Background: an optimization exercise with open tools, aiming at small area, a short achievable clock period and few clock cycles per item. Do not read the settings as production practice. Only simulation tests tie the RTL to the original design; equivalence was not proved. No activity file was given, so power comes from the tool's default toggle rates.

Design MUL, start of the top module:
module MUL #(
    parameter WIDTH = 32
) (
    input  [ 0:0] clk,
    input  [ 0:0] rst,
    input  [ 0:0] start,
    input  [31:0] a,
    input  [31:0] b,
    output [63:0] res,
    output [ 0:0] finish
);
reg  [5:0] p;
reg  [32:0] s_q, c_q;         
reg  [7:0] ls_q, lc_q;       
reg         n3_q;             
reg  [31:0] l_q;              
reg  [29:0] h_q;              
reg  [3:0] one_q, two_q, neg_q;  
reg         sgn_q;
wire first = p[0];
wire [32:0] sfb = first ? 33'h100000000 : s_q;
wire [32:0] cfb = first ? 33'h0 : c_q;
wire [32:0] am = {1'b0, a[30:0], 1'b0};    
wire [31:0] pp0;
wire [31:0] pp1;
wire [31:0] pp2;
wire [31:0] pp3;
genvar gj;
generate for (gj = 0; gj < 32; gj = gj + 1) begin : g_pp
    assign pp0[gj] = ((one_q[0] & am[gj+1]) | (two_q[0] & am[gj])) ^ neg_q[0];
    assign pp1[gj] = ((one_q[1] & am[gj+1]) | (two_q[1] & am[gj])) ^ neg_q[1];
    assign pp2[gj] = ((one_q[2] & am[gj+1]) | (two_q[2] & am[gj])) ^ neg_q[2];
    assign pp3[gj] = ((one_q[3] & am[gj+1]) | (two_q[3] & am[gj])) ^ neg_q[3];
end endgenerate
wire fs0;
wire fc0;
wire hs0;
wire hc0;
wire hs1;
  ...
make LEC_CHECK=0 CAP_MARGIN=20 CORE_MARGIN=2 CORE_UTILIZATION=40 CTS_BUF_LIST=sky130_fd_sc_hd__clkbuf_8 SETUP_SLACK_MARGIN=1.4 SLEW_MARGIN=20 finish   # period 4.0 ns
run.sh (not shown) runs the stock make flow with config.mk's settings and CLKGATE_MAP_FILE= SYNTH_SCRIPT=/design/flow/synth_recipe.tcl, a recipe that flattens the netlist after the stock synthesis.
The baseline passed the timing, design-rule and antenna checks.
Testbench counts at the start, summed over its fixed seeds: cycles 5,376, items 768.
Edit:
- SETUP_SLACK_MARGIN: 1.4 -> 1.6
Outcome:
- The new run completed without violations
- register-to-register slack is worse by 0.03 ns
- sequential share of layout area went down by 1.6 points
- final area rises by 8.4%
- clock power increases by about 7%
- sequential cell count is unchanged
- worst hold slack is better by 0.0047 ns
- global-route usage rises by 1.5 points
- wire length grows by 7.3%
- non-clock buffer count rose by 47
- via count goes up by 5.0%
Edit:
- CTS_BUF_LIST: sky130_fd_sc_hd__clkbuf_8 -> unset
- SETUP_SLACK_MARGIN: 1.6 -> 0.9
Total power went down by 11%; worst setup slack is worse by 0.47 ns; synthesized cell count stays the same; die area does not change; first-iteration DRC count went up by 36%.
Edit:
- CAP_MARGIN: 20 -> 0
- CTS_BUF_LIST: unset -> sky130_fd_sc_hd__clkbuf_8
- SETUP_SLACK_MARGIN: 0.9 -> 1.4
- SLEW_MARGIN: 20 -> 0
After rerunning:
- The new run passed the timing, design-rule and antenna checks
- clock power went down by about 24%
- power went up by about 3%
- cell area went up by about 4.3%
- clock skew went up by 0.010 ns
- clock-buffer cell count is unchanged
- die area does not change
- via count went up by about 1.2%

---

MUL again, from the RTL that the note above started with.
Design MUL, start of the top module:
module MUL #(
    parameter WIDTH = 32
) (
    input  [ 0:0] clk,
    input  [ 0:0] rst,
    input  [ 0:0] start,
    input  [31:0] a,
    input  [31:0] b,
    output [63:0] res,
    output [ 0:0] finish
);
reg  [5:0] p;
reg  [32:0] s_q, c_q;         
reg  [7:0] ls_q, lc_q;       
reg         n3_q;             
reg  [31:0] l_q;              
reg  [29:0] h_q;              
reg  [3:0] one_q, two_q, neg_q;  
reg         sgn_q;
wire first = p[0];
wire [32:0] sfb = first ? 33'h100000000 : s_q;
wire [32:0] cfb = first ? 33'h0 : c_q;
wire [32:0] am = {1'b0, a[30:0], 1'b0};    
wire [31:0] pp0;
wire [31:0] pp1;
wire [31:0] pp2;
wire [31:0] pp3;
genvar gj;
generate for (gj = 0; gj < 32; gj = gj + 1) begin : g_pp
    assign pp0[gj] = ((one_q[0] & am[gj+1]) | (two_q[0] & am[gj])) ^ neg_q[0];
    assign pp1[gj] = ((one_q[1] & am[gj+1]) | (two_q[1] & am[gj])) ^ neg_q[1];
    assign pp2[gj] = ((one_q[2] & am[gj+1]) | (two_q[2] & am[gj])) ^ neg_q[2];
  ...
Settings: LEC_CHECK=0, CAP_MARGIN=10, CORE_MARGIN=2, CORE_UTILIZATION=40, CTS_BUF_LIST=sky130_fd_sc_hd__clkbuf_8, SETUP_SLACK_MARGIN=1.4, SLEW_MARGIN=10; clock period 4.0 ns.
The baseline completed with no timing, DRC or antenna violations.
Testbench counts at the start, summed over its fixed seeds: cycles 5,376, items 768.
Edit:
Settings changed: ABC_AREA from default to 1, CAP_MARGIN 10 to 20, CTS_BUF_LIST sky130_fd_sc_hd__clkbuf_8 to default, SETUP_SLACK_MARGIN 1.4 to 1.2, SLEW_MARGIN 10 to 20.
Sequential share of layout area drops by 1.3 points.
Synthesized area increases by a few percent.
Wire length came out higher by a few percent.
Sequential power stays flat.
Clock-buffer cell count does not change.
Register-to-register slack gets worse by 0.21 ns.
Clock power grows by well over a third.
Non-clock buffer count does not change.
First-iteration DRC count goes up by roughly a tenth.
Edit:
Settings changed: ABC_AREA 1 to default, CORE_UTILIZATION 40 to 60.
After rerunning: Core utilization rises by 22 points; sequential share of layout area rises by 2.3 points; power falls by 4.0%; wire length falls by 11%; worst setup slack got worse by 0.022 ns; clock power falls by about 7%; synthesized cell count falls by 21%; global-route usage rises by 8.4 points; first-iteration DRC count rises by 1.7%; hold slack hardly moves; cell area falls by 9.6%.
Edit:
Settings changed: CORE_UTILIZATION 60 to 40, CTS_BUF_LIST from default to sky130_fd_sc_hd__clkbuf_8, PLACE_DENSITY from default to 0.8, SETUP_SLACK_MARGIN 1.2 to 1.4.
After rerunning:
- The changed run passed the timing, design-rule and antenna checks
- maximum frequency grows by a little under a tenth
- utilization decreases by 22 points
- first-iteration DRC count drops by a little under a tenth
- global-route usage drops by 9.2 points
Edit:
Settings changed: CORE_UTILIZATION 40 to 50, PLACE_DENSITY 0.8 to 0.7.
Effect: The new run completed with no timing, DRC or antenna violations; synthesized cell count does not change; total power hardly moves; clock skew went down by 0.0067 ns; die area shrinks by 20%; cell count went down by 5.8%; clock power came out higher by about 4%; register-to-register slack stays flat; worst hold slack barely changes; setup slack is worse by 0.0048 ns; combinational power barely changes.
Edit:
Settings changed: CORE_UTILIZATION 50 to 40, CTS_BUF_LIST sky130_fd_sc_hd__clkbuf_8 to default, PLACE_DENSITY 0.7 to default, SETUP_SLACK_MARGIN 1.4 to 1.2.
After rerunning: The changed run finished clean; worst hold slack degrades by 0.0038 ns; die area rose by about 24%; first-iteration DRC count came out higher by about 20%; via count is lower by 0.80%; cell count grows by 5.3%; clock-buffer cell count stays the same.
